Source: an optimization exercise on an open RTL-to-GDS flow (aim: small area, a short achievable clock period and few clock cycles). Production flows keep margins and buffers that such runs may drop.
Where RTL was checked, it was by simulation tests only, not by an equivalence proof against the original.
The RTL of run 1 was laid out without a check of its function.
Power and IR drop assume default switching activity.

==> flow/design.v (outline; a module is shown in full before it is edited, if it fits) <==
// module booth_multiplier: 2099 lines
// module bm_gpn: 6 lines
// module bm_gpp: 6 lines
// module bm_gn: 5 lines
// module bm_gp: 5 lines
// module bm_xor2: 5 lines
// module bm_maj: 5 lines
// module bm_fa: 6 lines
module booth_multiplier(clk, reset_n, multiplier, multiplicand, op_start, op_clear, op_done, result);
  // ...
==> flow/flow/run.sh <==
#!/bin/bash
# The standard synthesis and layout, with the port buffers the standard flow's flow adds made from
# sky130_fd_sc_hd__buf_1 instead of the cell buffer_ports picks by itself.
set -euo pipefail
bash standard.sh synth > synth.log 2>&1
export BUFFER_PORTS_ARGS="-buffer_cell sky130_fd_sc_hd__buf_1"
bash standard.sh > layout.log 2>&1
==> flow/standard.sh <==
#!/bin/bash
# synth_recipe.tcl (not shown) runs the flow's synth.tcl, then flattens the netlist and writes it again
# the make line also repeats each setting of config.mk as NAME=value (left out here)
make -C /OpenROAD-flow-scripts/flow DESIGN_CONFIG=/design/flow/config.mk WORK_HOME=/design/flow/orfs CLKGATE_MAP_FILE= SYNTH_SCRIPT=/design/flow/synth_recipe.tcl "${@:-finish}"
==> flow/config.mk <==
export PLATFORM = sky130hd
export DESIGN_NAME = booth_multiplier
export DESIGN_NICKNAME = booth_multiplier
export VERILOG_FILES = /design/flow/design.v
export SDC_FILE = /design/flow/constraint.sdc
export NUM_CORES = 4
export LEC_CHECK = 0
export ABC_CLOCK_PERIOD_IN_PS = 2500
export CAP_MARGIN = 20
export CORE_MARGIN = 2
export CORE_UTILIZATION = 50
export PLACE_DENSITY = 0.65
export SETUP_SLACK_MARGIN = 2.5
export SLEW_MARGIN = 20
export SYNTH_HIERARCHICAL = 1
==> flow/constraint.sdc <==
create_clock -name core_clock -period 5.5 [get_ports {clk}]
set_input_delay 1.1000 -clock core_clock [delete_from_list [all_inputs] [get_ports {clk}]]
set_output_delay 1.1000 -clock core_clock [all_outputs]
set_load 0.01 [all_outputs]
==> summary.md, run 1 <==
| Metric | Value |
|---|---|
| Detailed route wirelength on metal2 | about 35 mm |
| Endpoint of the worst register-to-register path | S[63]$_DFF_P_ |
| Highest metal used | met5 |
| Reg-to-reg startpoint | C[2]$_SDFF_PN0_ |
| Logic inverters | 89 |
| Post-cts resize count | 24 |
| Final #Nets | 3061 |
| VDD IR max | 0.271 mV |
| Global-route wire length before repair | 112 mm |
| FP Rows | slightly above 80 |
| Yosys warnings | 7 |
| Die span in y | 226 um |
| Power of the sequential group | 3.15 mW |
| Number of failing hold endpoints at the final stage | 0 |
| CP Capture Type | register |
| Wire length after detailed routing | between 70 and 80 mm |
| FF+latch count, synth | ~230 |
| # Post-CTS Setup Buffers | 10 |
| Design Power | 17.1 mW |
| Ranking of synthesized cells by instance count | xor2_1, xnor2_1, a22oi_1 |
| Main area contributors after synthesis | xor2_1, dfxtp_1, maj3_2 |
| Setup repair after global routing missed its margin | false |
| Wl on met1 | 30.7 mm |
| Setup-failing EPs final | 0 |
| CTS clk-pin slew, worst paths | 60 ps |
| Largest net degree at the start of global routing | around 110 |
| Sequential share of the synthesized area | 21.2% |
| Cts-stage hold buffer count | 0 |
| Multiplexer share of the synthesized area | less than 1% |
| CP Launch Type | register |
| Detailed placement HPWL | around 52 mm |
| Worst setup path startpoint | C[2]$_SDFF_PN0_ |
| Kind of path behind the tightest hold check | in -> async |
| Most frequent standard cell in the layout excluding fill and tap cells | xor2_1 |
| I/O pin cnt | 261 |
| Run status | complete, no violations |
| Endpoint required time on the critical path | 5990 ps |
| TritonCTS clock tree | done |
==> run 2: changes to the inputs <==
==> flow/design.v (replaced) <==
module booth_multiplier(clk, reset_n, multiplier, multiplicand, op_start, op_clear, op_done, result);
	input clk, reset_n, op_start, op_clear;
	input [63:0] multiplier, multiplicand;
	output op_done;
	output [127:0] result;
	reg run, done;
	reg [3:0] cnt;
	reg [63:0] a;             
	reg [3:0] one, two, neg;  
	reg [65:0] S, C;         
	reg [7:0] L0, L1;       
	reg n3;                    
	reg [1:0] lc;              
	reg [63:0] rlo;            
	assign op_done = done;
	assign result = {S[63:0], rlo};
	wire step = run & ~cnt[3];
	always @(posedge clk or negedge reset_n) begin
		if (!reset_n) begin
			run <= 1'b0;
			done <= 1'b0;
		end else if (op_clear) begin
			run <= 1'b0;
			done <= 1'b0;
		end else if (!run) begin
			run <= op_start;
		end else if (cnt[3]) begin
			done <= 1'b1;
		end
	end
	wire [2:0] m = run ? cnt[2:0] + 3'd1 : 3'd0;
	wire [64:0] bx = {multiplier, 1'b0};
	wire [8:0] chunk = bx[{m, 3'b000} +: 9];
	reg [3:0] one_n, two_n, neg_n;
	integer i;
	always @(*) begin
		for (i = 0; i < 4; i = i + 1) begin
			one_n[i] = chunk[2*i+1] ^ chunk[2*i];
			two_n[i] = (chunk[2*i+2] & ~chunk[2*i+1] & ~chunk[2*i]) | (~chunk[2*i+2] & chunk[2*i+1] & chunk[2*i]);
			neg_n[i] = chunk[2*i+2];
		end
	end
	wire [64:0] ae = {a[63], a};
	wire [65:0] ae1 = {a[63], a, 1'b0};
	wire [65:0] pp0;
	assign pp0[64:0] = (({65{one[0]}} & ae) | ({65{two[0]}} & ae1[64:0])) ^ {65{neg[0]}};
	assign pp0[65] = ~pp0[64];
	wire [65:0] pp1;
	assign pp1[64:0] = (({65{one[1]}} & ae) | ({65{two[1]}} & ae1[64:0])) ^ {65{neg[1]}};
	assign pp1[65] = ~pp1[64];
	wire [65:0] pp2;
	assign pp2[64:0] = (({65{one[2]}} & ae) | ({65{two[2]}} & ae1[64:0])) ^ {65{neg[2]}};
	assign pp2[65] = ~pp2[64];
	wire [65:0] pp3;
	assign pp3[64:0] = (({65{one[3]}} & ae) | ({65{two[3]}} & ae1[64:0])) ^ {65{neg[3]}};
	assign pp3[65] = ~pp3[64];
	wire fs0, fc0;
	assign fs0 = pp0[2] ^ pp1[0];
	assign fc0 = pp0[2] & pp1[0];
	wire fs1, fc1;
	assign fs1 = pp0[3] ^ pp1[1];
	assign fc1 = pp0[3] & pp1[1];
	wire fs2, fc2;
	assign fs2 = pp0[4] ^ pp1[2] ^ pp2[0];
	assign fc2 = (pp0[4] & pp1[2]) | (pp2[0] & (pp0[4] ^ pp1[2]));
	wire fs3, fc3;
	assign fs3 = neg[2] ^ S[4];
	assign fc3 = neg[2] & S[4];
	wire fs4, fc4;
	assign fs4 = pp0[5] ^ pp1[3] ^ pp2[1];
	assign fc4 = (pp0[5] & pp1[3]) | (pp2[1] & (pp0[5] ^ pp1[3]));
	wire fs5, fc5;
	assign fs5 = S[5] ^ C[5];
	assign fc5 = S[5] & C[5];
	wire fs6, fc6;
	assign fs6 = pp0[6] ^ pp1[4] ^ pp2[2];
	assign fc6 = (pp0[6] & pp1[4]) | (pp2[2] & (pp0[6] ^ pp1[4]));
	wire fs7, fc7;
	assign fs7 = pp3[0] ^ S[6] ^ C[6];
	assign fc7 = (pp3[0] & S[6]) | (C[6] & (pp3[0] ^ S[6]));
	wire fs8, fc8;
	assign fs8 = pp0[7] ^ pp1[5] ^ pp2[3];
	assign fc8 = (pp0[7] & pp1[5]) | (pp2[3] & (pp0[7] ^ pp1[5]));
	wire fs9, fc9;
	assign fs9 = pp3[1] ^ S[7] ^ C[7];
	assign fc9 = (pp3[1] & S[7]) | (C[7] & (pp3[1] ^ S[7]));
	wire fs10, fc10;
	assign fs10 = pp0[8] ^ pp1[6] ^ pp2[4];
	assign fc10 = (pp0[8] & pp1[6]) | (pp2[4] & (pp0[8] ^ pp1[6]));
	wire fs11, fc11;
	assign fs11 = pp3[2] ^ S[8] ^ C[8];
	assign fc11 = (pp3[2] & S[8]) | (C[8] & (pp3[2] ^ S[8]));
	wire fs12, fc12;
	assign fs12 = pp0[9] ^ pp1[7] ^ pp2[5];
	assign fc12 = (pp0[9] & pp1[7]) | (pp2[5] & (pp0[9] ^ pp1[7]));
	wire fs13, fc13;
	assign fs13 = pp3[3] ^ S[9] ^ C[9];
	assign fc13 = (pp3[3] & S[9]) | (C[9] & (pp3[3] ^ S[9]));
	wire fs14, fc14;
	assign fs14 = pp0[10] ^ pp1[8] ^ pp2[6];
	assign fc14 = (pp0[10] & pp1[8]) | (pp2[6] & (pp0[10] ^ pp1[8]));
	wire fs15, fc15;
	assign fs15 = pp3[4] ^ S[10] ^ C[10];
	assign fc15 = (pp3[4] & S[10]) | (C[10] & (pp3[4] ^ S[10]));
	wire fs16, fc16;
	assign fs16 = pp0[11] ^ pp1[9] ^ pp2[7];
	assign fc16 = (pp0[11] & pp1[9]) | (pp2[7] & (pp0[11] ^ pp1[9]));
	wire fs17, fc17;
	assign fs17 = pp3[5] ^ S[11] ^ C[11];
	assign fc17 = (pp3[5] & S[11]) | (C[11] & (pp3[5] ^ S[11]));
	wire fs18, fc18;
	assign fs18 = pp0[12] ^ pp1[10] ^ pp2[8];
	assign fc18 = (pp0[12] & pp1[10]) | (pp2[8] & (pp0[12] ^ pp1[10]));
	wire fs19, fc19;
	assign fs19 = pp3[6] ^ S[12] ^ C[12];
	assign fc19 = (pp3[6] & S[12]) | (C[12] & (pp3[6] ^ S[12]));
	wire fs20, fc20;
	assign fs20 = pp0[13] ^ pp1[11] ^ pp2[9];
	assign fc20 = (pp0[13] & pp1[11]) | (pp2[9] & (pp0[13] ^ pp1[11]));
	wire fs21, fc21;
	assign fs21 = pp3[7] ^ S[13] ^ C[13];
	assign fc21 = (pp3[7] & S[13]) | (C[13] & (pp3[7] ^ S[13]));
	wire fs22, fc22;
	assign fs22 = pp0[14] ^ pp1[12] ^ pp2[10];
	assign fc22 = (pp0[14] & pp1[12]) | (pp2[10] & (pp0[14] ^ pp1[12]));
	wire fs23, fc23;
	assign fs23 = pp3[8] ^ S[14] ^ C[14];
	assign fc23 = (pp3[8] & S[14]) | (C[14] & (pp3[8] ^ S[14]));
	wire fs24, fc24;
	assign fs24 = pp0[15] ^ pp1[13] ^ pp2[11];
	assign fc24 = (pp0[15] & pp1[13]) | (pp2[11] & (pp0[15] ^ pp1[13]));
	wire fs25, fc25;
	assign fs25 = pp3[9] ^ S[15] ^ C[15];
	assign fc25 = (pp3[9] & S[15]) | (C[15] & (pp3[9] ^ S[15]));
	wire fs26, fc26;
	assign fs26 = pp0[16] ^ pp1[14] ^ pp2[12];
	assign fc26 = (pp0[16] & pp1[14]) | (pp2[12] & (pp0[16] ^ pp1[14]));
	wire fs27, fc27;
	assign fs27 = pp3[10] ^ S[16] ^ C[16];
	assign fc27 = (pp3[10] & S[16]) | (C[16] & (pp3[10] ^ S[16]));
	wire fs28, fc28;
	assign fs28 = pp0[17] ^ pp1[15] ^ pp2[13];
	assign fc28 = (pp0[17] & pp1[15]) | (pp2[13] & (pp0[17] ^ pp1[15]));
	wire fs29, fc29;
	assign fs29 = pp3[11] ^ S[17] ^ C[17];
	assign fc29 = (pp3[11] & S[17]) | (C[17] & (pp3[11] ^ S[17]));
	wire fs30, fc30;
	assign fs30 = pp0[18] ^ pp1[16] ^ pp2[14];
	assign fc30 = (pp0[18] & pp1[16]) | (pp2[14] & (pp0[18] ^ pp1[16]));
	wire fs31, fc31;
	assign fs31 = pp3[12] ^ S[18] ^ C[18];
	assign fc31 = (pp3[12] & S[18]) | (C[18] & (pp3[12] ^ S[18]));
	wire fs32, fc32;
	assign fs32 = pp0[19] ^ pp1[17] ^ pp2[15];
	assign fc32 = (pp0[19] & pp1[17]) | (pp2[15] & (pp0[19] ^ pp1[17]));
	wire fs33, fc33;
	assign fs33 = pp3[13] ^ S[19] ^ C[19];
	assign fc33 = (pp3[13] & S[19]) | (C[19] & (pp3[13] ^ S[19]));
	wire fs34, fc34;
	assign fs34 = pp0[20] ^ pp1[18] ^ pp2[16];
	assign fc34 = (pp0[20] & pp1[18]) | (pp2[16] & (pp0[20] ^ pp1[18]));
	wire fs35, fc35;
	assign fs35 = pp3[14] ^ S[20] ^ C[20];
	assign fc35 = (pp3[14] & S[20]) | (C[20] & (pp3[14] ^ S[20]));
	wire fs36, fc36;
	assign fs36 = pp0[21] ^ pp1[19] ^ pp2[17];
	assign fc36 = (pp0[21] & pp1[19]) | (pp2[17] & (pp0[21] ^ pp1[19]));
	wire fs37, fc37;
	assign fs37 = pp3[15] ^ S[21] ^ C[21];
	assign fc37 = (pp3[15] & S[21]) | (C[21] & (pp3[15] ^ S[21]));
	wire fs38, fc38;
	assign fs38 = pp0[22] ^ pp1[20] ^ pp2[18];
	assign fc38 = (pp0[22] & pp1[20]) | (pp2[18] & (pp0[22] ^ pp1[20]));
	wire fs39, fc39;
	assign fs39 = pp3[16] ^ S[22] ^ C[22];
	assign fc39 = (pp3[16] & S[22]) | (C[22] & (pp3[16] ^ S[22]));
	wire fs40, fc40;
	assign fs40 = pp0[23] ^ pp1[21] ^ pp2[19];
	assign fc40 = (pp0[23] & pp1[21]) | (pp2[19] & (pp0[23] ^ pp1[21]));
	wire fs41, fc41;
	assign fs41 = pp3[17] ^ S[23] ^ C[23];
	assign fc41 = (pp3[17] & S[23]) | (C[23] & (pp3[17] ^ S[23]));
	wire fs42, fc42;
	assign fs42 = pp0[24] ^ pp1[22] ^ pp2[20];
	assign fc42 = (pp0[24] & pp1[22]) | (pp2[20] & (pp0[24] ^ pp1[22]));
	wire fs43, fc43;
	assign fs43 = pp3[18] ^ S[24] ^ C[24];
	assign fc43 = (pp3[18] & S[24]) | (C[24] & (pp3[18] ^ S[24]));
	wire fs44, fc44;
	assign fs44 = pp0[25] ^ pp1[23] ^ pp2[21];
	assign fc44 = (pp0[25] & pp1[23]) | (pp2[21] & (pp0[25] ^ pp1[23]));
	wire fs45, fc45;
	assign fs45 = pp3[19] ^ S[25] ^ C[25];
	assign fc45 = (pp3[19] & S[25]) | (C[25] & (pp3[19] ^ S[25]));
	wire fs46, fc46;
	assign fs46 = pp0[26] ^ pp1[24] ^ pp2[22];
	assign fc46 = (pp0[26] & pp1[24]) | (pp2[22] & (pp0[26] ^ pp1[24]));
	wire fs47, fc47;
	assign fs47 = pp3[20] ^ S[26] ^ C[26];
	assign fc47 = (pp3[20] & S[26]) | (C[26] & (pp3[20] ^ S[26]));
	wire fs48, fc48;
	assign fs48 = pp0[27] ^ pp1[25] ^ pp2[23];
	assign fc48 = (pp0[27] & pp1[25]) | (pp2[23] & (pp0[27] ^ pp1[25]));
	wire fs49, fc49;
	assign fs49 = pp3[21] ^ S[27] ^ C[27];
	assign fc49 = (pp3[21] & S[27]) | (C[27] & (pp3[21] ^ S[27]));
	wire fs50, fc50;
	assign fs50 = pp0[28] ^ pp1[26] ^ pp2[24];
	assign fc50 = (pp0[28] & pp1[26]) | (pp2[24] & (pp0[28] ^ pp1[26]));
	wire fs51, fc51;
	assign fs51 = pp3[22] ^ S[28] ^ C[28];
	assign fc51 = (pp3[22] & S[28]) | (C[28] & (pp3[22] ^ S[28]));
	wire fs52, fc52;
	assign fs52 = pp0[29] ^ pp1[27] ^ pp2[25];
	assign fc52 = (pp0[29] & pp1[27]) | (pp2[25] & (pp0[29] ^ pp1[27]));
	wire fs53, fc53;
	assign fs53 = pp3[23] ^ S[29] ^ C[29];
	assign fc53 = (pp3[23] & S[29]) | (C[29] & (pp3[23] ^ S[29]));
	wire fs54, fc54;
	assign fs54 = pp0[30] ^ pp1[28] ^ pp2[26];
	assign fc54 = (pp0[30] & pp1[28]) | (pp2[26] & (pp0[30] ^ pp1[28]));
	wire fs55, fc55;
	assign fs55 = pp3[24] ^ S[30] ^ C[30];
	assign fc55 = (pp3[24] & S[30]) | (C[30] & (pp3[24] ^ S[30]));
	wire fs56, fc56;
	assign fs56 = pp0[31] ^ pp1[29] ^ pp2[27];
	assign fc56 = (pp0[31] & pp1[29]) | (pp2[27] & (pp0[31] ^ pp1[29]));
	wire fs57, fc57;
	assign fs57 = pp3[25] ^ S[31] ^ C[31];
	assign fc57 = (pp3[25] & S[31]) | (C[31] & (pp3[25] ^ S[31]));
	wire fs58, fc58;
	assign fs58 = pp0[32] ^ pp1[30] ^ pp2[28];
	assign fc58 = (pp0[32] & pp1[30]) | (pp2[28] & (pp0[32] ^ pp1[30]));
	wire fs59, fc59;
	assign fs59 = pp3[26] ^ S[32] ^ C[32];
	assign fc59 = (pp3[26] & S[32]) | (C[32] & (pp3[26] ^ S[32]));
	wire fs60, fc60;
	assign fs60 = pp0[33] ^ pp1[31] ^ pp2[29];
	assign fc60 = (pp0[33] & pp1[31]) | (pp2[29] & (pp0[33] ^ pp1[31]));
	wire fs61, fc61;
	assign fs61 = pp3[27] ^ S[33] ^ C[33];
	assign fc61 = (pp3[27] & S[33]) | (C[33] & (pp3[27] ^ S[33]));
	wire fs62, fc62;
	assign fs62 = pp0[34] ^ pp1[32] ^ pp2[30];
	assign fc62 = (pp0[34] & pp1[32]) | (pp2[30] & (pp0[34] ^ pp1[32]));
	wire fs63, fc63;
	assign fs63 = pp3[28] ^ S[34] ^ C[34];
	assign fc63 = (pp3[28] & S[34]) | (C[34] & (pp3[28] ^ S[34]));
	wire fs64, fc64;
	assign fs64 = pp0[35] ^ pp1[33] ^ pp2[31];
	assign fc64 = (pp0[35] & pp1[33]) | (pp2[31] & (pp0[35] ^ pp1[33]));
	wire fs65, fc65;
	assign fs65 = pp3[29] ^ S[35] ^ C[35];
	assign fc65 = (pp3[29] & S[35]) | (C[35] & (pp3[29] ^ S[35]));
	wire fs66, fc66;
	assign fs66 = pp0[36] ^ pp1[34] ^ pp2[32];
	assign fc66 = (pp0[36] & pp1[34]) | (pp2[32] & (pp0[36] ^ pp1[34]));
	wire fs67, fc67;
	assign fs67 = pp3[30] ^ S[36] ^ C[36];
	assign fc67 = (pp3[30] & S[36]) | (C[36] & (pp3[30] ^ S[36]));
	wire fs68, fc68;
	assign fs68 = pp0[37] ^ pp1[35] ^ pp2[33];
	assign fc68 = (pp0[37] & pp1[35]) | (pp2[33] & (pp0[37] ^ pp1[35]));
	wire fs69, fc69;
	assign fs69 = pp3[31] ^ S[37] ^ C[37];
	assign fc69 = (pp3[31] & S[37]) | (C[37] & (pp3[31] ^ S[37]));
	wire fs70, fc70;
	assign fs70 = pp0[38] ^ pp1[36] ^ pp2[34];
	assign fc70 = (pp0[38] & pp1[36]) | (pp2[34] & (pp0[38] ^ pp1[36]));
	wire fs71, fc71;
	assign fs71 = pp3[32] ^ S[38] ^ C[38];
	assign fc71 = (pp3[32] & S[38]) | (C[38] & (pp3[32] ^ S[38]));
	wire fs72, fc72;
	assign fs72 = pp0[39] ^ pp1[37] ^ pp2[35];
	assign fc72 = (pp0[39] & pp1[37]) | (pp2[35] & (pp0[39] ^ pp1[37]));
	wire fs73, fc73;
	assign fs73 = pp3[33] ^ S[39] ^ C[39];
	assign fc73 = (pp3[33] & S[39]) | (C[39] & (pp3[33] ^ S[39]));
	wire fs74, fc74;
	assign fs74 = pp0[40] ^ pp1[38] ^ pp2[36];
	assign fc74 = (pp0[40] & pp1[38]) | (pp2[36] & (pp0[40] ^ pp1[38]));
	wire fs75, fc75;
	assign fs75 = pp3[34] ^ S[40] ^ C[40];
	assign fc75 = (pp3[34] & S[40]) | (C[40] & (pp3[34] ^ S[40]));
	wire fs76, fc76;
	assign fs76 = pp0[41] ^ pp1[39] ^ pp2[37];
	assign fc76 = (pp0[41] & pp1[39]) | (pp2[37] & (pp0[41] ^ pp1[39]));
	wire fs77, fc77;
	assign fs77 = pp3[35] ^ S[41] ^ C[41];
	assign fc77 = (pp3[35] & S[41]) | (C[41] & (pp3[35] ^ S[41]));
	wire fs78, fc78;
	assign fs78 = pp0[42] ^ pp1[40] ^ pp2[38];
	assign fc78 = (pp0[42] & pp1[40]) | (pp2[38] & (pp0[42] ^ pp1[40]));
	wire fs79, fc79;
	assign fs79 = pp3[36] ^ S[42] ^ C[42];
	assign fc79 = (pp3[36] & S[42]) | (C[42] & (pp3[36] ^ S[42]));
	wire fs80, fc80;
	assign fs80 = pp0[43] ^ pp1[41] ^ pp2[39];
	assign fc80 = (pp0[43] & pp1[41]) | (pp2[39] & (pp0[43] ^ pp1[41]));
	wire fs81, fc81;
	assign fs81 = pp3[37] ^ S[43] ^ C[43];
	assign fc81 = (pp3[37] & S[43]) | (C[43] & (pp3[37] ^ S[43]));
	wire fs82, fc82;
	assign fs82 = pp0[44] ^ pp1[42] ^ pp2[40];
	assign fc82 = (pp0[44] & pp1[42]) | (pp2[40] & (pp0[44] ^ pp1[42]));
	wire fs83, fc83;
	assign fs83 = pp3[38] ^ S[44] ^ C[44];
	assign fc83 = (pp3[38] & S[44]) | (C[44] & (pp3[38] ^ S[44]));
	wire fs84, fc84;
	assign fs84 = pp0[45] ^ pp1[43] ^ pp2[41];
	assign fc84 = (pp0[45] & pp1[43]) | (pp2[41] & (pp0[45] ^ pp1[43]));
	wire fs85, fc85;
	assign fs85 = pp3[39] ^ S[45] ^ C[45];
	assign fc85 = (pp3[39] & S[45]) | (C[45] & (pp3[39] ^ S[45]));
	wire fs86, fc86;
	assign fs86 = pp0[46] ^ pp1[44] ^ pp2[42];
	assign fc86 = (pp0[46] & pp1[44]) | (pp2[42] & (pp0[46] ^ pp1[44]));
	wire fs87, fc87;
	assign fs87 = pp3[40] ^ S[46] ^ C[46];
	assign fc87 = (pp3[40] & S[46]) | (C[46] & (pp3[40] ^ S[46]));
	wire fs88, fc88;
	assign fs88 = pp0[47] ^ pp1[45] ^ pp2[43];
	assign fc88 = (pp0[47] & pp1[45]) | (pp2[43] & (pp0[47] ^ pp1[45]));
	wire fs89, fc89;
	assign fs89 = pp3[41] ^ S[47] ^ C[47];
	assign fc89 = (pp3[41] & S[47]) | (C[47] & (pp3[41] ^ S[47]));
	wire fs90, fc90;
	assign fs90 = pp0[48] ^ pp1[46] ^ pp2[44];
	assign fc90 = (pp0[48] & pp1[46]) | (pp2[44] & (pp0[48] ^ pp1[46]));
	wire fs91, fc91;
	assign fs91 = pp3[42] ^ S[48] ^ C[48];
	assign fc91 = (pp3[42] & S[48]) | (C[48] & (pp3[42] ^ S[48]));
	wire fs92, fc92;
	assign fs92 = pp0[49] ^ pp1[47] ^ pp2[45];
	assign fc92 = (pp0[49] & pp1[47]) | (pp2[45] & (pp0[49] ^ pp1[47]));
	wire fs93, fc93;
	assign fs93 = pp3[43] ^ S[49] ^ C[49];
	assign fc93 = (pp3[43] & S[49]) | (C[49] & (pp3[43] ^ S[49]));
	wire fs94, fc94;
	assign fs94 = pp0[50] ^ pp1[48] ^ pp2[46];
	assign fc94 = (pp0[50] & pp1[48]) | (pp2[46] & (pp0[50] ^ pp1[48]));
	wire fs95, fc95;
	assign fs95 = pp3[44] ^ S[50] ^ C[50];
	assign fc95 = (pp3[44] & S[50]) | (C[50] & (pp3[44] ^ S[50]));
	wire fs96, fc96;
	assign fs96 = pp0[51] ^ pp1[49] ^ pp2[47];
	assign fc96 = (pp0[51] & pp1[49]) | (pp2[47] & (pp0[51] ^ pp1[49]));
	wire fs97, fc97;
	assign fs97 = pp3[45] ^ S[51] ^ C[51];
	assign fc97 = (pp3[45] & S[51]) | (C[51] & (pp3[45] ^ S[51]));
	wire fs98, fc98;
	assign fs98 = pp0[52] ^ pp1[50] ^ pp2[48];
	assign fc98 = (pp0[52] & pp1[50]) | (pp2[48] & (pp0[52] ^ pp1[50]));
	wire fs99, fc99;
	assign fs99 = pp3[46] ^ S[52] ^ C[52];
	assign fc99 = (pp3[46] & S[52]) | (C[52] & (pp3[46] ^ S[52]));
	wire fs100, fc100;
	assign fs100 = pp0[53] ^ pp1[51] ^ pp2[49];
	assign fc100 = (pp0[53] & pp1[51]) | (pp2[49] & (pp0[53] ^ pp1[51]));
	wire fs101, fc101;
	assign fs101 = pp3[47] ^ S[53] ^ C[53];
	assign fc101 = (pp3[47] & S[53]) | (C[53] & (pp3[47] ^ S[53]));
	wire fs102, fc102;
	assign fs102 = pp0[54] ^ pp1[52] ^ pp2[50];
	assign fc102 = (pp0[54] & pp1[52]) | (pp2[50] & (pp0[54] ^ pp1[52]));
	wire fs103, fc103;
	assign fs103 = pp3[48] ^ S[54] ^ C[54];
	assign fc103 = (pp3[48] & S[54]) | (C[54] & (pp3[48] ^ S[54]));
	wire fs104, fc104;
	assign fs104 = pp0[55] ^ pp1[53] ^ pp2[51];
	assign fc104 = (pp0[55] & pp1[53]) | (pp2[51] & (pp0[55] ^ pp1[53]));
	wire fs105, fc105;
	assign fs105 = pp3[49] ^ S[55] ^ C[55];
	assign fc105 = (pp3[49] & S[55]) | (C[55] & (pp3[49] ^ S[55]));
	wire fs106, fc106;
	assign fs106 = pp0[56] ^ pp1[54] ^ pp2[52];
	assign fc106 = (pp0[56] & pp1[54]) | (pp2[52] & (pp0[56] ^ pp1[54]));
	wire fs107, fc107;
	assign fs107 = pp3[50] ^ S[56] ^ C[56];
	assign fc107 = (pp3[50] & S[56]) | (C[56] & (pp3[50] ^ S[56]));
	wire fs108, fc108;
	assign fs108 = pp0[57] ^ pp1[55] ^ pp2[53];
	assign fc108 = (pp0[57] & pp1[55]) | (pp2[53] & (pp0[57] ^ pp1[55]));
	wire fs109, fc109;
	assign fs109 = pp3[51] ^ S[57] ^ C[57];
	assign fc109 = (pp3[51] & S[57]) | (C[57] & (pp3[51] ^ S[57]));
	wire fs110, fc110;
	assign fs110 = pp0[58] ^ pp1[56] ^ pp2[54];
	assign fc110 = (pp0[58] & pp1[56]) | (pp2[54] & (pp0[58] ^ pp1[56]));
	wire fs111, fc111;
	assign fs111 = pp3[52] ^ S[58] ^ C[58];
	assign fc111 = (pp3[52] & S[58]) | (C[58] & (pp3[52] ^ S[58]));
	wire fs112, fc112;
	assign fs112 = pp0[59] ^ pp1[57] ^ pp2[55];
	assign fc112 = (pp0[59] & pp1[57]) | (pp2[55] & (pp0[59] ^ pp1[57]));
	wire fs113, fc113;
	assign fs113 = pp3[53] ^ S[59] ^ C[59];
	assign fc113 = (pp3[53] & S[59]) | (C[59] & (pp3[53] ^ S[59]));
	wire fs114, fc114;
	assign fs114 = pp0[60] ^ pp1[58] ^ pp2[56];
	assign fc114 = (pp0[60] & pp1[58]) | (pp2[56] & (pp0[60] ^ pp1[58]));
	wire fs115, fc115;
	assign fs115 = pp3[54] ^ S[60] ^ C[60];
	assign fc115 = (pp3[54] & S[60]) | (C[60] & (pp3[54] ^ S[60]));
	wire fs116, fc116;
	assign fs116 = pp0[61] ^ pp1[59] ^ pp2[57];
	assign fc116 = (pp0[61] & pp1[59]) | (pp2[57] & (pp0[61] ^ pp1[59]));
	wire fs117, fc117;
	assign fs117 = pp3[55] ^ S[61] ^ C[61];
	assign fc117 = (pp3[55] & S[61]) | (C[61] & (pp3[55] ^ S[61]));
	wire fs118, fc118;
	assign fs118 = pp0[62] ^ pp1[60] ^ pp2[58];
	assign fc118 = (pp0[62] & pp1[60]) | (pp2[58] & (pp0[62] ^ pp1[60]));
	wire fs119, fc119;
	assign fs119 = pp3[56] ^ S[62] ^ C[62];
	assign fc119 = (pp3[56] & S[62]) | (C[62] & (pp3[56] ^ S[62]));
	wire fs120, fc120;
	assign fs120 = pp0[63] ^ pp1[61] ^ pp2[59];
	assign fc120 = (pp0[63] & pp1[61]) | (pp2[59] & (pp0[63] ^ pp1[61]));
	wire fs121, fc121;
	assign fs121 = pp3[57] ^ S[63] ^ C[63];
	assign fc121 = (pp3[57] & S[63]) | (C[63] & (pp3[57] ^ S[63]));
	wire fs122, fc122;
	assign fs122 = pp0[64] ^ pp1[62] ^ pp2[60];
	assign fc122 = (pp0[64] & pp1[62]) | (pp2[60] & (pp0[64] ^ pp1[62]));
	wire fs123, fc123;
	assign fs123 = pp3[58] ^ S[64];
	assign fc123 = pp3[58] & S[64];
	wire fs124, fc124;
	assign fs124 = pp0[65] ^ pp1[63] ^ pp2[61];
	assign fc124 = (pp0[65] & pp1[63]) | (pp2[61] & (pp0[65] ^ pp1[63]));
	wire fs125, fc125;
	assign fs125 = pp3[59] ^ S[65];
	assign fc125 = pp3[59] & S[65];
	wire fs126, fc126;
	assign fs126 = 1'b1 ^ pp1[64] ^ pp2[62];
	assign fc126 = (1'b1 & pp1[64]) | (pp2[62] & (1'b1 ^ pp1[64]));
	wire fs127, fc127;
	assign fs127 = pp0[0] ^ neg[0];
	assign fc127 = pp0[0] & neg[0];
	wire fs128, fc128;
	assign fs128 = pp0[1] ^ S[1];
	assign fc128 = pp0[1] & S[1];
	wire fs129, fc129;
	assign fs129 = fs0 ^ neg[1] ^ S[2];
	assign fc129 = (fs0 & neg[1]) | (S[2] & (fs0 ^ neg[1]));
	wire fs130, fc130;
	assign fs130 = fs1 ^ S[3] ^ C[3];
	assign fc130 = (fs1 & S[3]) | (C[3] & (fs1 ^ S[3]));
	wire fs131, fc131;
	assign fs131 = fs2 ^ fs3 ^ C[4];
	assign fc131 = (fs2 & fs3) | (C[4] & (fs2 ^ fs3));
	wire fs132, fc132;
	assign fs132 = fs4 ^ fs5 ^ fc2;
	assign fc132 = (fs4 & fs5) | (fc2 & (fs4 ^ fs5));
	wire fs133, fc133;
	assign fs133 = fs6 ^ fs7 ^ fc4;
	assign fc133 = (fs6 & fs7) | (fc4 & (fs6 ^ fs7));
	wire fs134, fc134;
	assign fs134 = fs8 ^ fs9 ^ fc6;
	assign fc134 = (fs8 & fs9) | (fc6 & (fs8 ^ fs9));
	wire fs135, fc135;
	assign fs135 = fs10 ^ fs11 ^ fc8;
	assign fc135 = (fs10 & fs11) | (fc8 & (fs10 ^ fs11));
	wire fs136, fc136;
	assign fs136 = fs12 ^ fs13 ^ fc10;
	assign fc136 = (fs12 & fs13) | (fc10 & (fs12 ^ fs13));
	wire fs137, fc137;
	assign fs137 = fs14 ^ fs15 ^ fc12;
	assign fc137 = (fs14 & fs15) | (fc12 & (fs14 ^ fs15));
	wire fs138, fc138;
	assign fs138 = fs16 ^ fs17 ^ fc14;
	assign fc138 = (fs16 & fs17) | (fc14 & (fs16 ^ fs17));
	wire fs139, fc139;
	assign fs139 = fs18 ^ fs19 ^ fc16;
	assign fc139 = (fs18 & fs19) | (fc16 & (fs18 ^ fs19));
	wire fs140, fc140;
	assign fs140 = fs20 ^ fs21 ^ fc18;
	assign fc140 = (fs20 & fs21) | (fc18 & (fs20 ^ fs21));
	wire fs141, fc141;
	assign fs141 = fs22 ^ fs23 ^ fc20;
	assign fc141 = (fs22 & fs23) | (fc20 & (fs22 ^ fs23));
	wire fs142, fc142;
	assign fs142 = fs24 ^ fs25 ^ fc22;
	assign fc142 = (fs24 & fs25) | (fc22 & (fs24 ^ fs25));
	wire fs143, fc143;
	assign fs143 = fs26 ^ fs27 ^ fc24;
	assign fc143 = (fs26 & fs27) | (fc24 & (fs26 ^ fs27));
	wire fs144, fc144;
	assign fs144 = fs28 ^ fs29 ^ fc26;
	assign fc144 = (fs28 & fs29) | (fc26 & (fs28 ^ fs29));
	wire fs145, fc145;
	assign fs145 = fs30 ^ fs31 ^ fc28;
	assign fc145 = (fs30 & fs31) | (fc28 & (fs30 ^ fs31));
	wire fs146, fc146;
	assign fs146 = fs32 ^ fs33 ^ fc30;
	assign fc146 = (fs32 & fs33) | (fc30 & (fs32 ^ fs33));
	wire fs147, fc147;
	assign fs147 = fs34 ^ fs35 ^ fc32;
	assign fc147 = (fs34 & fs35) | (fc32 & (fs34 ^ fs35));
	wire fs148, fc148;
	assign fs148 = fs36 ^ fs37 ^ fc34;
	assign fc148 = (fs36 & fs37) | (fc34 & (fs36 ^ fs37));
	wire fs149, fc149;
	assign fs149 = fs38 ^ fs39 ^ fc36;
	assign fc149 = (fs38 & fs39) | (fc36 & (fs38 ^ fs39));
	wire fs150, fc150;
	assign fs150 = fs40 ^ fs41 ^ fc38;
	assign fc150 = (fs40 & fs41) | (fc38 & (fs40 ^ fs41));
	wire fs151, fc151;
	assign fs151 = fs42 ^ fs43 ^ fc40;
	assign fc151 = (fs42 & fs43) | (fc40 & (fs42 ^ fs43));
	wire fs152, fc152;
	assign fs152 = fs44 ^ fs45 ^ fc42;
	assign fc152 = (fs44 & fs45) | (fc42 & (fs44 ^ fs45));
	wire fs153, fc153;
	assign fs153 = fs46 ^ fs47 ^ fc44;
	assign fc153 = (fs46 & fs47) | (fc44 & (fs46 ^ fs47));
	wire fs154, fc154;
	assign fs154 = fs48 ^ fs49 ^ fc46;
	assign fc154 = (fs48 & fs49) | (fc46 & (fs48 ^ fs49));
	wire fs155, fc155;
	assign fs155 = fs50 ^ fs51 ^ fc48;
	assign fc155 = (fs50 & fs51) | (fc48 & (fs50 ^ fs51));
	wire fs156, fc156;
	assign fs156 = fs52 ^ fs53 ^ fc50;
	assign fc156 = (fs52 & fs53) | (fc50 & (fs52 ^ fs53));
	wire fs157, fc157;
	assign fs157 = fs54 ^ fs55 ^ fc52;
	assign fc157 = (fs54 & fs55) | (fc52 & (fs54 ^ fs55));
	wire fs158, fc158;
	assign fs158 = fs56 ^ fs57 ^ fc54;
	assign fc158 = (fs56 & fs57) | (fc54 & (fs56 ^ fs57));
	wire fs159, fc159;
	assign fs159 = fs58 ^ fs59 ^ fc56;
	assign fc159 = (fs58 & fs59) | (fc56 & (fs58 ^ fs59));
	wire fs160, fc160;
	assign fs160 = fs60 ^ fs61 ^ fc58;
	assign fc160 = (fs60 & fs61) | (fc58 & (fs60 ^ fs61));
	wire fs161, fc161;
	assign fs161 = fs62 ^ fs63 ^ fc60;
	assign fc161 = (fs62 & fs63) | (fc60 & (fs62 ^ fs63));
	wire fs162, fc162;
	assign fs162 = fs64 ^ fs65 ^ fc62;
	assign fc162 = (fs64 & fs65) | (fc62 & (fs64 ^ fs65));
	wire fs163, fc163;
	assign fs163 = fs66 ^ fs67 ^ fc64;
	assign fc163 = (fs66 & fs67) | (fc64 & (fs66 ^ fs67));
	wire fs164, fc164;
	assign fs164 = fs68 ^ fs69 ^ fc66;
	assign fc164 = (fs68 & fs69) | (fc66 & (fs68 ^ fs69));
	wire fs165, fc165;
	assign fs165 = fs70 ^ fs71 ^ fc68;
	assign fc165 = (fs70 & fs71) | (fc68 & (fs70 ^ fs71));
	wire fs166, fc166;
	assign fs166 = fs72 ^ fs73 ^ fc70;
	assign fc166 = (fs72 & fs73) | (fc70 & (fs72 ^ fs73));
	wire fs167, fc167;
	assign fs167 = fs74 ^ fs75 ^ fc72;
	assign fc167 = (fs74 & fs75) | (fc72 & (fs74 ^ fs75));
	wire fs168, fc168;
	assign fs168 = fs76 ^ fs77 ^ fc74;
	assign fc168 = (fs76 & fs77) | (fc74 & (fs76 ^ fs77));
	wire fs169, fc169;
	assign fs169 = fs78 ^ fs79 ^ fc76;
	assign fc169 = (fs78 & fs79) | (fc76 & (fs78 ^ fs79));
	wire fs170, fc170;
	assign fs170 = fs80 ^ fs81 ^ fc78;
	assign fc170 = (fs80 & fs81) | (fc78 & (fs80 ^ fs81));
	wire fs171, fc171;
	assign fs171 = fs82 ^ fs83 ^ fc80;
	assign fc171 = (fs82 & fs83) | (fc80 & (fs82 ^ fs83));
	wire fs172, fc172;
	assign fs172 = fs84 ^ fs85 ^ fc82;
	assign fc172 = (fs84 & fs85) | (fc82 & (fs84 ^ fs85));
	wire fs173, fc173;
	assign fs173 = fs86 ^ fs87 ^ fc84;
	assign fc173 = (fs86 & fs87) | (fc84 & (fs86 ^ fs87));
	wire fs174, fc174;
	assign fs174 = fs88 ^ fs89 ^ fc86;
	assign fc174 = (fs88 & fs89) | (fc86 & (fs88 ^ fs89));
	wire fs175, fc175;
	assign fs175 = fs90 ^ fs91 ^ fc88;
	assign fc175 = (fs90 & fs91) | (fc88 & (fs90 ^ fs91));
	wire fs176, fc176;
	assign fs176 = fs92 ^ fs93 ^ fc90;
	assign fc176 = (fs92 & fs93) | (fc90 & (fs92 ^ fs93));
	wire fs177, fc177;
	assign fs177 = fs94 ^ fs95 ^ fc92;
	assign fc177 = (fs94 & fs95) | (fc92 & (fs94 ^ fs95));
	wire fs178, fc178;
	assign fs178 = fs96 ^ fs97 ^ fc94;
	assign fc178 = (fs96 & fs97) | (fc94 & (fs96 ^ fs97));
	wire fs179, fc179;
	assign fs179 = fs98 ^ fs99 ^ fc96;
	assign fc179 = (fs98 & fs99) | (fc96 & (fs98 ^ fs99));
	wire fs180, fc180;
	assign fs180 = fs100 ^ fs101 ^ fc98;
	assign fc180 = (fs100 & fs101) | (fc98 & (fs100 ^ fs101));
	wire fs181, fc181;
	assign fs181 = fs102 ^ fs103 ^ fc100;
	assign fc181 = (fs102 & fs103) | (fc100 & (fs102 ^ fs103));
	wire fs182, fc182;
	assign fs182 = fs104 ^ fs105 ^ fc102;
	assign fc182 = (fs104 & fs105) | (fc102 & (fs104 ^ fs105));
	wire fs183, fc183;
	assign fs183 = fs106 ^ fs107 ^ fc104;
	assign fc183 = (fs106 & fs107) | (fc104 & (fs106 ^ fs107));
	wire fs184, fc184;
	assign fs184 = fs108 ^ fs109 ^ fc106;
	assign fc184 = (fs108 & fs109) | (fc106 & (fs108 ^ fs109));
	wire fs185, fc185;
	assign fs185 = fs110 ^ fs111 ^ fc108;
	assign fc185 = (fs110 & fs111) | (fc108 & (fs110 ^ fs111));
	wire fs186, fc186;
	assign fs186 = fs112 ^ fs113 ^ fc110;
	assign fc186 = (fs112 & fs113) | (fc110 & (fs112 ^ fs113));
	wire fs187, fc187;
	assign fs187 = fs114 ^ fs115 ^ fc112;
	assign fc187 = (fs114 & fs115) | (fc112 & (fs114 ^ fs115));
	wire fs188, fc188;
	assign fs188 = fs116 ^ fs117 ^ fc114;
	assign fc188 = (fs116 & fs117) | (fc114 & (fs116 ^ fs117));
	wire fs189, fc189;
	assign fs189 = fs118 ^ fs119 ^ fc116;
	assign fc189 = (fs118 & fs119) | (fc116 & (fs118 ^ fs119));
	wire fs190, fc190;
	assign fs190 = fs120 ^ fs121 ^ fc118;
	assign fc190 = (fs120 & fs121) | (fc118 & (fs120 ^ fs121));
	wire fs191, fc191;
	assign fs191 = fs122 ^ fs123 ^ fc120;
	assign fc191 = (fs122 & fs123) | (fc120 & (fs122 ^ fs123));
	wire fs192, fc192;
	assign fs192 = fs124 ^ fs125 ^ fc122;
	assign fc192 = (fs124 & fs125) | (fc122 & (fs124 ^ fs125));
	wire fs193, fc193;
	assign fs193 = fs126 ^ pp3[60] ^ fc124;
	assign fc193 = (fs126 & pp3[60]) | (fc124 & (fs126 ^ pp3[60]));
	wire fs194, fc194;
	assign fs194 = pp1[65] ^ pp2[63] ^ pp3[61];
	assign fc194 = (pp1[65] & pp2[63]) | (pp3[61] & (pp1[65] ^ pp2[63]));
	wire fs195, fc195;
	assign fs195 = 1'b1 ^ pp2[64];
	assign fc195 = 1'b1 & pp2[64];
	wire fs196, fc196;
	assign fs196 = fs127 ^ S[0];
	assign fc196 = fs127 & S[0];
	wire fs197, fc197;
	assign fs197 = fs128 ^ C[1] ^ fc127;
	assign fc197 = (fs128 & C[1]) | (fc127 & (fs128 ^ C[1]));
	wire fs198, fc198;
	assign fs198 = fs129 ^ C[2] ^ fc128;
	assign fc198 = (fs129 & C[2]) | (fc128 & (fs129 ^ C[2]));
	wire fs199, fc199;
	assign fs199 = fs130 ^ fc0 ^ fc129;
	assign fc199 = (fs130 & fc0) | (fc129 & (fs130 ^ fc0));
	wire fs200, fc200;
	assign fs200 = fs131 ^ fc1 ^ fc130;
	assign fc200 = (fs131 & fc1) | (fc130 & (fs131 ^ fc1));
	wire fs201, fc201;
	assign fs201 = fs132 ^ fc3 ^ fc131;
	assign fc201 = (fs132 & fc3) | (fc131 & (fs132 ^ fc3));
	wire fs202, fc202;
	assign fs202 = fs133 ^ fc5 ^ fc132;
	assign fc202 = (fs133 & fc5) | (fc132 & (fs133 ^ fc5));
	wire fs203, fc203;
	assign fs203 = fs134 ^ fc7 ^ fc133;
	assign fc203 = (fs134 & fc7) | (fc133 & (fs134 ^ fc7));
	wire fs204, fc204;
	assign fs204 = fs135 ^ fc9 ^ fc134;
	assign fc204 = (fs135 & fc9) | (fc134 & (fs135 ^ fc9));
	wire fs205, fc205;
	assign fs205 = fs136 ^ fc11 ^ fc135;
	assign fc205 = (fs136 & fc11) | (fc135 & (fs136 ^ fc11));
	wire fs206, fc206;
	assign fs206 = fs137 ^ fc13 ^ fc136;
	assign fc206 = (fs137 & fc13) | (fc136 & (fs137 ^ fc13));
	wire fs207, fc207;
	assign fs207 = fs138 ^ fc15 ^ fc137;
	assign fc207 = (fs138 & fc15) | (fc137 & (fs138 ^ fc15));
	wire fs208, fc208;
	assign fs208 = fs139 ^ fc17 ^ fc138;
	assign fc208 = (fs139 & fc17) | (fc138 & (fs139 ^ fc17));
	wire fs209, fc209;
	assign fs209 = fs140 ^ fc19 ^ fc139;
	assign fc209 = (fs140 & fc19) | (fc139 & (fs140 ^ fc19));
	wire fs210, fc210;
	assign fs210 = fs141 ^ fc21 ^ fc140;
	assign fc210 = (fs141 & fc21) | (fc140 & (fs141 ^ fc21));
	wire fs211, fc211;
	assign fs211 = fs142 ^ fc23 ^ fc141;
	assign fc211 = (fs142 & fc23) | (fc141 & (fs142 ^ fc23));
	wire fs212, fc212;
	assign fs212 = fs143 ^ fc25 ^ fc142;
	assign fc212 = (fs143 & fc25) | (fc142 & (fs143 ^ fc25));
	wire fs213, fc213;
	assign fs213 = fs144 ^ fc27 ^ fc143;
	assign fc213 = (fs144 & fc27) | (fc143 & (fs144 ^ fc27));
	wire fs214, fc214;
	assign fs214 = fs145 ^ fc29 ^ fc144;
	assign fc214 = (fs145 & fc29) | (fc144 & (fs145 ^ fc29));
	wire fs215, fc215;
	assign fs215 = fs146 ^ fc31 ^ fc145;
	assign fc215 = (fs146 & fc31) | (fc145 & (fs146 ^ fc31));
	wire fs216, fc216;
	assign fs216 = fs147 ^ fc33 ^ fc146;
	assign fc216 = (fs147 & fc33) | (fc146 & (fs147 ^ fc33));
	wire fs217, fc217;
	assign fs217 = fs148 ^ fc35 ^ fc147;
	assign fc217 = (fs148 & fc35) | (fc147 & (fs148 ^ fc35));
	wire fs218, fc218;
	assign fs218 = fs149 ^ fc37 ^ fc148;
	assign fc218 = (fs149 & fc37) | (fc148 & (fs149 ^ fc37));
	wire fs219, fc219;
	assign fs219 = fs150 ^ fc39 ^ fc149;
	assign fc219 = (fs150 & fc39) | (fc149 & (fs150 ^ fc39));
	wire fs220, fc220;
	assign fs220 = fs151 ^ fc41 ^ fc150;
	assign fc220 = (fs151 & fc41) | (fc150 & (fs151 ^ fc41));
	wire fs221, fc221;
	assign fs221 = fs152 ^ fc43 ^ fc151;
	assign fc221 = (fs152 & fc43) | (fc151 & (fs152 ^ fc43));
	wire fs222, fc222;
	assign fs222 = fs153 ^ fc45 ^ fc152;
	assign fc222 = (fs153 & fc45) | (fc152 & (fs153 ^ fc45));
	wire fs223, fc223;
	assign fs223 = fs154 ^ fc47 ^ fc153;
	assign fc223 = (fs154 & fc47) | (fc153 & (fs154 ^ fc47));
	wire fs224, fc224;
	assign fs224 = fs155 ^ fc49 ^ fc154;
	assign fc224 = (fs155 & fc49) | (fc154 & (fs155 ^ fc49));
	wire fs225, fc225;
	assign fs225 = fs156 ^ fc51 ^ fc155;
	assign fc225 = (fs156 & fc51) | (fc155 & (fs156 ^ fc51));
	wire fs226, fc226;
	assign fs226 = fs157 ^ fc53 ^ fc156;
	assign fc226 = (fs157 & fc53) | (fc156 & (fs157 ^ fc53));
	wire fs227, fc227;
	assign fs227 = fs158 ^ fc55 ^ fc157;
	assign fc227 = (fs158 & fc55) | (fc157 & (fs158 ^ fc55));
	wire fs228, fc228;
	assign fs228 = fs159 ^ fc57 ^ fc158;
	assign fc228 = (fs159 & fc57) | (fc158 & (fs159 ^ fc57));
	wire fs229, fc229;
	assign fs229 = fs160 ^ fc59 ^ fc159;
	assign fc229 = (fs160 & fc59) | (fc159 & (fs160 ^ fc59));
	wire fs230, fc230;
	assign fs230 = fs161 ^ fc61 ^ fc160;
	assign fc230 = (fs161 & fc61) | (fc160 & (fs161 ^ fc61));
	wire fs231, fc231;
	assign fs231 = fs162 ^ fc63 ^ fc161;
	assign fc231 = (fs162 & fc63) | (fc161 & (fs162 ^ fc63));
	wire fs232, fc232;
	assign fs232 = fs163 ^ fc65 ^ fc162;
	assign fc232 = (fs163 & fc65) | (fc162 & (fs163 ^ fc65));
	wire fs233, fc233;
	assign fs233 = fs164 ^ fc67 ^ fc163;
	assign fc233 = (fs164 & fc67) | (fc163 & (fs164 ^ fc67));
	wire fs234, fc234;
	assign fs234 = fs165 ^ fc69 ^ fc164;
	assign fc234 = (fs165 & fc69) | (fc164 & (fs165 ^ fc69));
	wire fs235, fc235;
	assign fs235 = fs166 ^ fc71 ^ fc165;
	assign fc235 = (fs166 & fc71) | (fc165 & (fs166 ^ fc71));
	wire fs236, fc236;
	assign fs236 = fs167 ^ fc73 ^ fc166;
	assign fc236 = (fs167 & fc73) | (fc166 & (fs167 ^ fc73));
	wire fs237, fc237;
	assign fs237 = fs168 ^ fc75 ^ fc167;
	assign fc237 = (fs168 & fc75) | (fc167 & (fs168 ^ fc75));
	wire fs238, fc238;
	assign fs238 = fs169 ^ fc77 ^ fc168;
	assign fc238 = (fs169 & fc77) | (fc168 & (fs169 ^ fc77));
	wire fs239, fc239;
	assign fs239 = fs170 ^ fc79 ^ fc169;
	assign fc239 = (fs170 & fc79) | (fc169 & (fs170 ^ fc79));
	wire fs240, fc240;
	assign fs240 = fs171 ^ fc81 ^ fc170;
	assign fc240 = (fs171 & fc81) | (fc170 & (fs171 ^ fc81));
	wire fs241, fc241;
	assign fs241 = fs172 ^ fc83 ^ fc171;
	assign fc241 = (fs172 & fc83) | (fc171 & (fs172 ^ fc83));
	wire fs242, fc242;
	assign fs242 = fs173 ^ fc85 ^ fc172;
	assign fc242 = (fs173 & fc85) | (fc172 & (fs173 ^ fc85));
	wire fs243, fc243;
	assign fs243 = fs174 ^ fc87 ^ fc173;
	assign fc243 = (fs174 & fc87) | (fc173 & (fs174 ^ fc87));
	wire fs244, fc244;
	assign fs244 = fs175 ^ fc89 ^ fc174;
	assign fc244 = (fs175 & fc89) | (fc174 & (fs175 ^ fc89));
	wire fs245, fc245;
	assign fs245 = fs176 ^ fc91 ^ fc175;
	assign fc245 = (fs176 & fc91) | (fc175 & (fs176 ^ fc91));
	wire fs246, fc246;
	assign fs246 = fs177 ^ fc93 ^ fc176;
	assign fc246 = (fs177 & fc93) | (fc176 & (fs177 ^ fc93));
	wire fs247, fc247;
	assign fs247 = fs178 ^ fc95 ^ fc177;
	assign fc247 = (fs178 & fc95) | (fc177 & (fs178 ^ fc95));
	wire fs248, fc248;
	assign fs248 = fs179 ^ fc97 ^ fc178;
	assign fc248 = (fs179 & fc97) | (fc178 & (fs179 ^ fc97));
	wire fs249, fc249;
	assign fs249 = fs180 ^ fc99 ^ fc179;
	assign fc249 = (fs180 & fc99) | (fc179 & (fs180 ^ fc99));
	wire fs250, fc250;
	assign fs250 = fs181 ^ fc101 ^ fc180;
	assign fc250 = (fs181 & fc101) | (fc180 & (fs181 ^ fc101));
	wire fs251, fc251;
	assign fs251 = fs182 ^ fc103 ^ fc181;
	assign fc251 = (fs182 & fc103) | (fc181 & (fs182 ^ fc103));
	wire fs252, fc252;
	assign fs252 = fs183 ^ fc105 ^ fc182;
	assign fc252 = (fs183 & fc105) | (fc182 & (fs183 ^ fc105));
	wire fs253, fc253;
	assign fs253 = fs184 ^ fc107 ^ fc183;
	assign fc253 = (fs184 & fc107) | (fc183 & (fs184 ^ fc107));
	wire fs254, fc254;
	assign fs254 = fs185 ^ fc109 ^ fc184;
	assign fc254 = (fs185 & fc109) | (fc184 & (fs185 ^ fc109));
	wire fs255, fc255;
	assign fs255 = fs186 ^ fc111 ^ fc185;
	assign fc255 = (fs186 & fc111) | (fc185 & (fs186 ^ fc111));
	wire fs256, fc256;
	assign fs256 = fs187 ^ fc113 ^ fc186;
	assign fc256 = (fs187 & fc113) | (fc186 & (fs187 ^ fc113));
	wire fs257, fc257;
	assign fs257 = fs188 ^ fc115 ^ fc187;
	assign fc257 = (fs188 & fc115) | (fc187 & (fs188 ^ fc115));
	wire fs258, fc258;
	assign fs258 = fs189 ^ fc117 ^ fc188;
	assign fc258 = (fs189 & fc117) | (fc188 & (fs189 ^ fc117));
	wire fs259, fc259;
	assign fs259 = fs190 ^ fc119 ^ fc189;
	assign fc259 = (fs190 & fc119) | (fc189 & (fs190 ^ fc119));
	wire fs260, fc260;
	assign fs260 = fs191 ^ fc121 ^ fc190;
	assign fc260 = (fs191 & fc121) | (fc190 & (fs191 ^ fc121));
	wire fs261, fc261;
	assign fs261 = fs192 ^ fc123 ^ fc191;
	assign fc261 = (fs192 & fc123) | (fc191 & (fs192 ^ fc123));
	wire fs262, fc262;
	assign fs262 = fs193 ^ fc125 ^ fc192;
	assign fc262 = (fs193 & fc125) | (fc192 & (fs193 ^ fc125));
	wire fs263, fc263;
	assign fs263 = fs194 ^ fc126 ^ fc193;
	assign fc263 = (fs194 & fc126) | (fc193 & (fs194 ^ fc126));
	wire fs264, fc264;
	assign fs264 = fs195 ^ pp3[62] ^ fc194;
	assign fc264 = (fs195 & pp3[62]) | (fc194 & (fs195 ^ pp3[62]));
	wire fs265, fc265;
	assign fs265 = pp2[65] ^ pp3[63] ^ fc195;
	assign fc265 = (pp2[65] & pp3[63]) | (fc195 & (pp2[65] ^ pp3[63]));
	wire fs266, fc266;
	assign fs266 = 1'b1 ^ pp3[64];
	assign fc266 = 1'b1 & pp3[64];
	wire [73:0] tS, tC;
	assign tS[0] = fs196;
	assign tC[0] = C[0];
	assign tS[1] = fs197;
	assign tC[1] = fc196;
	assign tS[2] = fs198;
	assign tC[2] = fc197;
	assign tS[3] = fs199;
	assign tC[3] = fc198;
	assign tS[4] = fs200;
	assign tC[4] = fc199;
	assign tS[5] = fs201;
	assign tC[5] = fc200;
	assign tS[6] = fs202;
	assign tC[6] = fc201;
	assign tS[7] = fs203;
	assign tC[7] = fc202;
	assign tS[8] = fs204;
	assign tC[8] = fc203;
	assign tS[9] = fs205;
	assign tC[9] = fc204;
	assign tS[10] = fs206;
	assign tC[10] = fc205;
	assign tS[11] = fs207;
	assign tC[11] = fc206;
	assign tS[12] = fs208;
	assign tC[12] = fc207;
	assign tS[13] = fs209;
	assign tC[13] = fc208;
	assign tS[14] = fs210;
	assign tC[14] = fc209;
	assign tS[15] = fs211;
	assign tC[15] = fc210;
	assign tS[16] = fs212;
	assign tC[16] = fc211;
	assign tS[17] = fs213;
	assign tC[17] = fc212;
	assign tS[18] = fs214;
	assign tC[18] = fc213;
	assign tS[19] = fs215;
	assign tC[19] = fc214;
	assign tS[20] = fs216;
	assign tC[20] = fc215;
	assign tS[21] = fs217;
	assign tC[21] = fc216;
	assign tS[22] = fs218;
	assign tC[22] = fc217;
	assign tS[23] = fs219;
	assign tC[23] = fc218;
	assign tS[24] = fs220;
	assign tC[24] = fc219;
	assign tS[25] = fs221;
	assign tC[25] = fc220;
	assign tS[26] = fs222;
	assign tC[26] = fc221;
	assign tS[27] = fs223;
	assign tC[27] = fc222;
	assign tS[28] = fs224;
	assign tC[28] = fc223;
	assign tS[29] = fs225;
	assign tC[29] = fc224;
	assign tS[30] = fs226;
	assign tC[30] = fc225;
	assign tS[31] = fs227;
	assign tC[31] = fc226;
	assign tS[32] = fs228;
	assign tC[32] = fc227;
	assign tS[33] = fs229;
	assign tC[33] = fc228;
	assign tS[34] = fs230;
	assign tC[34] = fc229;
	assign tS[35] = fs231;
	assign tC[35] = fc230;
	assign tS[36] = fs232;
	assign tC[36] = fc231;
	assign tS[37] = fs233;
	assign tC[37] = fc232;
	assign tS[38] = fs234;
	assign tC[38] = fc233;
	assign tS[39] = fs235;
	assign tC[39] = fc234;
	assign tS[40] = fs236;
	assign tC[40] = fc235;
	assign tS[41] = fs237;
	assign tC[41] = fc236;
	assign tS[42] = fs238;
	assign tC[42] = fc237;
	assign tS[43] = fs239;
	assign tC[43] = fc238;
	assign tS[44] = fs240;
	assign tC[44] = fc239;
	assign tS[45] = fs241;
	assign tC[45] = fc240;
	assign tS[46] = fs242;
	assign tC[46] = fc241;
	assign tS[47] = fs243;
	assign tC[47] = fc242;
	assign tS[48] = fs244;
	assign tC[48] = fc243;
	assign tS[49] = fs245;
	assign tC[49] = fc244;
	assign tS[50] = fs246;
	assign tC[50] = fc245;
	assign tS[51] = fs247;
	assign tC[51] = fc246;
	assign tS[52] = fs248;
	assign tC[52] = fc247;
	assign tS[53] = fs249;
	assign tC[53] = fc248;
	assign tS[54] = fs250;
	assign tC[54] = fc249;
	assign tS[55] = fs251;
	assign tC[55] = fc250;
	assign tS[56] = fs252;
	assign tC[56] = fc251;
	assign tS[57] = fs253;
	assign tC[57] = fc252;
	assign tS[58] = fs254;
	assign tC[58] = fc253;
	assign tS[59] = fs255;
	assign tC[59] = fc254;
	assign tS[60] = fs256;
	assign tC[60] = fc255;
	assign tS[61] = fs257;
	assign tC[61] = fc256;
	assign tS[62] = fs258;
	assign tC[62] = fc257;
	assign tS[63] = fs259;
	assign tC[63] = fc258;
	assign tS[64] = fs260;
	assign tC[64] = fc259;
	assign tS[65] = fs261;
	assign tC[65] = fc260;
	assign tS[66] = fs262;
	assign tC[66] = fc261;
	assign tS[67] = fs263;
	assign tC[67] = fc262;
	assign tS[68] = fs264;
	assign tC[68] = fc263;
	assign tS[69] = fs265;
	assign tC[69] = fc264;
	assign tS[70] = fs266;
	assign tC[70] = fc265;
	assign tS[71] = pp3[65];
	assign tC[71] = fc266;
	assign tS[72] = 1'b1;
	assign tC[72] = 1'b0;
	assign tS[73] = 1'b0;
	assign tC[73] = 1'b0;
	wire [9:0] lo = L0 + L1 + {n3, 6'b0} + {8'b0, lc};
	wire [71:0] full = {S[63:0], L0} + {C[63:0], L1} + {n3, 6'b0} + {70'b0, lc};
	always @(posedge clk) begin
		a <= multiplicand;
		one <= one_n;
		two <= two_n;
		neg <= neg_n;
		cnt <= run ? cnt + {3'b0, ~cnt[3]} : 4'd0;
		if (step) begin
			S <= tS[73:8];
			C <= tC[73:8];
			L0 <= tS[7:0];
			L1 <= tC[7:0];
			n3 <= neg[3];
			lc <= lo[9:8];
		end else begin
			S <= run ? {2'b00, full[71:8]} : {2'b10, 64'd0};
			C <= 66'd0;
			L0 <= 8'd0;
			L1 <= 8'd0;
			n3 <= 1'b0;
			lc <= 2'b00;
		end
		if (!done) rlo <= {lo[7:0], rlo[63:8]};
	end
endmodule
==> flow/run.sh (new file) <==
#!/bin/bash
# synth_recipe.tcl (not shown) runs the flow's synth.tcl, then flattens the netlist and writes it again
# the make line also repeats each setting of config.mk as NAME=value (left out here)
make -C /OpenROAD-flow-scripts/flow DESIGN_CONFIG=/design/flow/config.mk WORK_HOME=/design/flow/orfs CLKGATE_MAP_FILE= SYNTH_SCRIPT=/design/flow/synth_recipe.tcl finish
==> flow/config.mk (replaced) <==
export PLATFORM = sky130hd
export DESIGN_NAME = booth_multiplier
export DESIGN_NICKNAME = booth_multiplier
export VERILOG_FILES = /design/flow/design.v
export SDC_FILE = /design/flow/constraint.sdc
export NUM_CORES = 4
export LEC_CHECK = 0
export CAP_MARGIN = 20
export CORE_MARGIN = 2
export CORE_UTILIZATION = 40
export PLACE_DENSITY = 0.6
export SLEW_MARGIN = 20
removed: flow/flow/run.sh
removed: flow/standard.sh
==> run 2 against run 1 <==
  * Largest cell class unchanged
  * Combinational power about the same
  * Critical path type unchanged
  * Clock skew increased by 7.2 ps
  * Non-clock buffer count decreased by 15
  * Still clean on timing, DRC and antenna
==> summary.md, run 2 <==
| Metric | Value |
|---|---|
| Run status | complete, no violations |
| Via count of the first global-routing pass | 21000 |
| VDD IR max | 0.263 mV (-2.6%) |
| Via-per-instance ratio | 5.45 |
| Worst relative slew slack | 23.4% |
| Global placement routability congestion | 0.946 |
| Clock latency (worst-skew pair) | a little under 600 ps |
| CP Launch Type | register |
| Setup-failing EPs final | 0 (unchanged) |
| Crit-path max cell delay | approximately 500 ps |
| Leakage dissipation | 12.5 nW |
| Transition time at the pin with the least slew margin | between 1000 and 1500 ps |
| FP Rows | 93 (+15%) |
| Yosys warnings | 1 (-6) |
| Biggest register | S |
| Count of fill cells added during filler insertion | 6019 |
| Worst Skew | 23.0 ps |
| FF+latch count, synth | 295 (+29%) |
| Post-cts resize count | 0 (-100%) |
| Routed WL per cell | 20.6 um |
| Dominant delay contributor by cell family on the critical path | compound AO/OA/AOI/OAI gates |
| Setup repair after global routing missed its margin | false |
| Count of H-tree levels built during CTS | 2 |
| Core area | roughly 64000 um^2 |
| CP max FO | 4 |
| Share of flip-flops with an asynchronous set or reset after synthesis | less than 1% |
| Fraction of synthesized cell area taken by the top area cell type | about a fifth |
| Most frequent cell after synthesis | inv_1 |
| Final #Nets | 3337 (+9.0%) |
| Most used flip-flop cell after synthesis | dfxtp_1 |
| Flip-flop count of the largest register after layout | 66 |
| CTS Buf Count | 38 |
| Pre-Repair DR Iteration Count | 6 |
| I/O pin cnt | 261 (unchanged) |
| Buffering stage count on the worst path with inverters included | 0 |
| Cell at the slowest stage of the critical path | fa_1 |
| Number of antenna violations at the first check in global routing | 1 |
| Largest net degree at the start of global routing | 68 (-35%) |
| Remaining global-route overflow | 0 |
| Endpoint required time on the critical path | 5990 ps (about the same) |
| CTS Sinks | between 200 and 300 |
| Summed negative setup slack over all endpoints | 0 ps |
| Ratio of final minimum period to clock period | 75.4% |
| Detailed placement HPWL | 58.2 mm (+12%) |
| Highest achievable clock rate | 0.241 GHz |
| Remaining design rule violation count | 0 |
| Synth Cell Area | 25800 um^2 |
| Total track usage | 22.5% |
| Die span in y | 258 um (+14%) |
| ANT cells | 0 |
| Data arrival time of the worst path | 4640 ps |
| PD cells | 617 nW/um^2 |
| Share of layout cells above drive strength 1 | 4.53% |
| First DRT Iteration DRCs | roughly 1800 |
| Cell type with the highest aggregate area in the netlist | fa_1 |
| Max-slew violation count | 0 |
| Total of buffers placed on input and output ports | 260 |
| Most frequent standard cell in the layout excluding fill and tap cells | inv_1 |
| Number of distinct library cells after synthesis | between 70 and 80 |
| Number of failing hold endpoints at the final stage | 0 (unchanged) |
| Cell at the root of the clock tree | clkbuf_16 |
| CP Capture Type | register |
| Initial Utilization | 40.2% |
| Sequential share of the synthesized area | 25.4% (+4.3 points) |
| Total placed instance area | about 28000 um^2 |
| Post-route cell area | 29500 um^2 |
| Average instance area after synthesis | 9.38 um^2 |
| TritonCTS clock tree | done |
| Cts-stage hold buffer count | 0 (unchanged) |
| Global-route wire length before repair | 119 mm (+6.0%) |
| Ranking of synthesized cells by instance count | inv_1, fa_1, a22oi_1 |
| Main area contributors after synthesis | fa_1, dfxtp_1, edfxtp_1 |
| List of cells traversed by the critical path | fa_1, ha_1, fa_1, a211oi_1, o211ai_1, a31oi_1, o22ai_1, o211ai_1, a21oi_1, nand2_1, mux2_2, a311oi_1 |
| Post-route antenna net violation count | 0 |
| Final critical path time including I/O delays and setup | 4150 ps |
| # Post-CTS Setup Buffers | 0 (-10) |
| Vias | 20000 |
| Highest-count cells in the layout ignoring fill and taps | inv_1, clkdlybuf4s50_1, fa_1 |
| CTS clk-pin slew, worst paths | 70 ps (about the same) |
| Max capacitance violation total | 0 |
| Clock buffer depth | 3 |
| Number of enable-type register cells in the synthesized netlist | 64 |
| Gate count of the mapped netlist | 2748 |
| Kind of path behind the tightest hold check | reg -> reg |
| Post-layout util | a little under half |
| Die width | 258 um |
| Die area | around 67000 um^2 |
| Wire length after detailed routing | 75.7 mm (+3.9%) |
| Count of non-filler cells in the finished layout | 3678 |
| Worst setup path class | reg -> reg |
| Post-Place Cells | between 3000 and 4000 |
| Layout Area Growth over Synthesis | 14.6% |
-- run 2: cell count changes after synthesis, sizes merged, moves of 46 or more --
cell | before | now
a21oi | 163 | 112
fa | 2 | 258
ha | 78 | 152
xnor2 | 296 | 177
xor2 | 556 | 147
o21ai | 106 | 50
dfxtp | 162 | 229
and3 | 79 | 33
maj3 | 257 | 0
inv | 89 | 407
-- run 2: layout make-up --
cell class	count	area, um^2	area share [%]
well taps	855	1070	3.62
clock inverters	22	229	0.775
inverters	407	1530	5.17
clock buffers	46	1000	3.39
repair buffers	285	2790	9.44
multi-input cells	1768	16300	55.3
flip-flops and latches	295	6590	22.3
-- run 2: kinds of logic (layout without fill, tap and decap cells) --
kind of cell / Yosys count / count (layout) / synth area share, %
flip-flops: 295 / 295 / 25.4
adder cells (fa/ha/maj): 410 / 410 / 27.4
AND/OR/NAND/NOR: 408 / 408 / 7.49
XOR/XNOR: 324 / 324 / 11.0
AO/OA/AOI/OAI: 614 / 614 / 16.6
multiplexers: 12 / 12 / 0.815
buffers and inverters: 685 / 760 / 11.3
-- run 2: path summary, 6_finish.rpt --
path | startpoint | end | slack, ps | depth (start not counted)
worst max-delay path | L0[1]$_SDFF_PN0_ | S[61]$_DFF_P_ | 1350 | 12
worst min-delay path | rlo[58]$_DFFE_PN_ | rlo[50]$_DFFE_PN_ | 440 | 0
worst max register to register | L0[1]$_SDFF_PN0_ | S[61]$_DFF_P_ | 1350 | 12
worst min register to register | rlo[58]$_DFFE_PN_ | rlo[50]$_DFFE_PN_ | 440 | 0
max in group asynchronous | reset_n | run$_DFF_PN0_ | 4680 | 1
min in group asynchronous | reset_n | done$_DFFE_PN0P_ | 690 | 1
-- run 2: routing by layer --
metal | GRT usage (%) | share of wire [%] | up-vias
li1 | - | - | 9176
met1 | 29.8 | 43 | 9908
met2 | 37.6 | 48 | 818
met3 | 3.61 | 6.4 | 125
met4 | 7.13 | 2.7 | 2
met5 | 0 | 0.017 | -
-- run 2: power by group --
group	internal, mW	switching, mW	leakage (nW)
logic	5.35	6.70	9.23
registers	2.90	0.841	2.68
clock network	1.38	1.06	0.586
-- run 2: through the flow --
| step | total power [mW] | setup WS (ps) | hold slack [ps] |
|---|---|---|---|
| floorplan | 11.6 | 1990 | 472 |
| detailed placement | 15.9 | 1430 | 434 |
| CTS | 18.5 | 1390 | 444 |
| global route | 20.1 | 1110 | 463 |
| global placement | 15.7 | 1550 | 432 |
| finish | 18.2 | 1350 | 443 |
Testbench counts of run 2, summed over its fixed seeds: cycles 4,224.

afterwards: timing with drivers on the ports:
In the flow no input, the clock included, has a driving cell. The finished layouts below were timed again as built, in two steps. Step 1 sets driving cells, clkbuf_16 on the clock port and buf_2 on the other inputs (assumed; they add their load-dependent delay and slew). Step 2 moves the port delays by t, midway between the first and last clock arrival at a register: inputs arrive t later, outputs are due t later. That takes back most of the time a late clock gives input paths. Three values: no drivers, after step 1, after step 2; two values: the first two.
| run | shift t [ns] | slack for setup (ns) | clock arrival spread, ns |
|---|---|---|---|
| run 1 | 0.631 | 2.628 / 2.628 / 2.093 | 0.016 / 0.015 |
| run 2 | 0.634 | 1.351 / 1.351 / 1.351 | 0.024 / 0.024 |
After both steps every run listed still meets setup and hold. For run 1, which loses most, drivers alone change the setup slack by 0.000 ns; drivers and shift together by -0.535 ns.
